From an optimization exercise on the open Yosys and OpenROAD flow, aimed at small area; shortcuts taken in it are not production practice.
The RTL was checked by simulation tests, not by an equivalence proof against the original design.
The clock port is modelled as an ideal driver; clocking choices that lean on that would not hold on a real chip.
Power and IR drop assume default switching activity.

== main ==
==> flow/design.v <==
`timescale 1ns / 1ps
module ultrasonic_fsm(
input wire clk,
input wire rst,
input wire echo,
output wire trig_start,
output wire [13:0] distance_measure
    );
    reg [2:0] ph;
    reg [12:0] z;    
    reg [8:0] q;
    reg [8:0] d;
    wire trig = ph[2];
    wire idle = ~(ph[2] | ph[1] | ph[0]);
    wire wt   = ~ph[1] & ph[0];
    wire meas = ph[1] & ~ph[0];
    wire ten  = ph[1] & ph[0];
    wire r_wrap  = (((z ^ 13'd209) & 13'd5885) == 13'd0);   
    wire r_trg   = (((z ^ 13'd294) & 13'd2415) == 13'd0);   
    wire r_wt    = (((z ^ 13'd3160) & 13'd4059) == 13'd0);   
    wire r_ms    = (((z ^ 13'd4120) & 13'd5145) == 13'd0);   
    wire r_tn    = (((z ^ 13'd528) & 13'd2038) == 13'd0);   
    wire end_trg = r_trg;
    wire end_wt  = &(q | ~9'd7)   & r_wt;     
    wire end_ms  = &(q | ~9'd343) & r_ms;     
    wire end_tn  = &(q | ~9'd171) & r_tn;     
    wire clr = idle | (trig & end_trg) | (wt & (echo | end_wt)) |
               (meas & (~echo | end_ms)) | (ten & end_tn);
    always @(posedge clk) begin
        if (rst) ph <= 3'b000;
        else if (idle) ph <= 3'b100;
        else if (trig) begin
            if (end_trg) ph <= 3'b001;
        end else if (wt) begin
            if (echo) ph <= 3'b010;
            else if (end_wt) ph <= 3'b100;
        end else if (meas) begin
            if (~echo) ph <= 3'b011;
            else if (end_ms) ph <= 3'b100;
        end else if (ten) begin
            if (end_tn) ph <= 3'b000;
        end
    end
    always @(posedge clk) begin
        if (clr | r_wrap) z <= 13'd5200;
        else z <= {~z[11:0], ~(z[0] ^ z[12])};
        if (clr) q <= 9'd0;
        else if (r_wrap) q <= q + 9'd1;
    end
    always @(posedge clk) begin
        if (rst) d <= 9'd0;
        else if (meas & ~echo) d <= q;
    end
    assign trig_start = trig;
    assign distance_measure = {5'd0, d};
endmodule
Settings: LEC_CHECK=0, CAP_MARGIN=20, CORE_MARGIN=2, CORE_UTILIZATION=40, SLEW_MARGIN=20; clock period 25.0 ns.
standard.sh (not shown) runs the stock make flow with config.mk's settings and CLKGATE_MAP_FILE= SYNTH_SCRIPT=/design/flow/synth_recipe.tcl, a recipe that flattens the netlist after the stock synthesis.
==> flow/flow/run.sh <==
#!/bin/bash
# Own layout flow: the standard synthesis, then an area-oriented ABC
# re-mapping of the combinational logic (registers kept as synthesized),
# then the standard ORFS layout with small port buffers and a single clock
# buffer in place of the clock tree. Each tool's output goes to its own log.
set -euo pipefail
W=$PWD
RES=$W/orfs/results/$FLOW_PLATFORM/ultrasonic_fsm/base
LIB=$FLOW_HOME/platforms/$FLOW_PLATFORM/lib/sky130_fd_sc_hd__tt_025C_1v80.lib
CLKBUF=$(cut -d" " -f1 flow/clkbuf.txt)
NCLK=$(cut -d" " -f2 flow/clkbuf.txt)

bash standard.sh $RES/1_2_yosys.v > $W/synth.log 2>&1

cp $RES/1_2_yosys.v $W/synth_standard.v
DU=$(sed -n '/^export DONT_USE_CELLS/,/^$/p' $FLOW_HOME/platforms/$FLOW_PLATFORM/config.mk | tr -d '\\' | grep -o 'sky130_fd_sc_hd__[a-z0-9_]*' | sed 's/^/-dont_use /' | tr '\n' ' ')
reopt() {  # reopt NAME ABC-SCRIPT
  echo "$2" > $W/$1.abc
  cat > $W/$1.ys <<EOS
read_liberty -ignore_miss_func $LIB
read_verilog $W/synth_standard.v
hierarchy -top $FLOW_TOP
blackbox sky130_fd_sc_hd__dfxtp_1
flatten
hierarchy -top $FLOW_TOP
opt -purge
abc -liberty $LIB $DU -script $W/$1.abc
opt_clean -purge
setundef -zero
hilomap -singleton -hicell sky130_fd_sc_hd__conb_1 HI -locell sky130_fd_sc_hd__conb_1 LO
splitnets
opt_clean -purge
insbuf -buf sky130_fd_sc_hd__buf_1 A X
tee -o $W/$1_stat.txt stat -liberty $LIB
write_verilog -noexpr -noattr -nohex -nodec $W/$1.v
EOS
  timeout 900 yosys -s $W/$1.ys > $W/$1.log 2>&1 || true
  grep 'Chip area' $W/$1_stat.txt 2>/dev/null | awk '{print $NF}' || true
}
best=""; bestA=1e9
for cand in "ra|strash; dc2; balance; rewrite -z; refactor -z; rewrite -z; dch -f; map -a; topo" \
            "rb|strash; &get -n; &deepsyn -T 60; &put; map -a; topo"; do
  n=${cand%%|*}; s=${cand#*|}
  a=$(reopt $n "$s")
  echo "$n $a" >> $W/reopt_summary.txt
  if [[ -n "$a" ]] && python3 -c "import sys; sys.exit(0 if $a < $bestA else 1)"; then best=$n; bestA=$a; fi
done
echo "best $best $bestA" >> $W/reopt_summary.txt
cp $W/$best.v $RES/1_2_yosys.v

bash standard.sh "BUFFER_PORTS_ARGS=-buffer_cell sky130_fd_sc_hd__buf_1" SKIP_REPAIR_TIE_FANOUT=1 \
  PRE_CTS_TCL=$W/flow/pre_cts.tcl "CTS_ARGS=-clk_nets clk" MY_CLKBUF=$CLKBUF MY_NCLK=$NCLK finish > $W/layout.log 2>&1
Other scripts of this flow, unchanged in this note and not shown: flow/flow/clkbuf.txt, flow/flow/pre_cts.tcl
main went all the way through the flow, and no timing, DRC or antenna check failed.
Here is what was changed in the inputs of the feature branch compared with main.
diff --git a/flow/config.mk b/flow/config.mk
--- a/flow/config.mk
+++ b/flow/config.mk
@@ -8,4 +8,5 @@
 export CAP_MARGIN = 20
 export CORE_MARGIN = 2
-export CORE_UTILIZATION = 40
+export CORE_UTILIZATION = 70
+export PLACE_DENSITY = 0.85
 export SLEW_MARGIN = 20
Notes after the runs:
The run showing the greater minimum setup slack in the final design is main. The feature branch vs. main: maximum resistive drop on vdd went up; fraction of area in registers went up; hold slack went up; vias after detailed routing went up. main → the feature branch: number of violations reported at the end of detailed-routing iteration 0 +34%, global-route usage increased by 11 points relative to the old numbers. The feature branch was carried through to the last stage, and its layout satisfied the timing, DRC and antenna checks. ~same relative contribution of combinational cells to total power in the feature branch and main.

afterwards: timing with drivers on the ports:
The results above use ideal ports. As a check the final layouts listed here were re-extracted and re-timed, cells and wires unchanged. Step 1 sets driving cells, clkbuf_16 on the clock port and buf_2 on the other inputs (assumed; they add their load-dependent delay and slew). Step 2 times the ports against the registers' clock, not the clock port: input delays grow and output delays shrink by t, the midpoint of the rising clock arrivals with the driver on. Three values: no drivers, after step 1, after step 2; two values: the first two.
run	t, ns	setup WS [ns]	latest minus earliest clock arrival (ns)
main	0.205	18.455 / 18.464 / 18.260	0.005 / 0.005
the feature branch	0.197	18.294 / 18.301 / 18.104	0.008 / 0.008
After both steps every run listed still meets setup and hold. The setup slack of main, which loses most, moves by +0.009 ns with the drivers and by -0.195 ns with both steps.
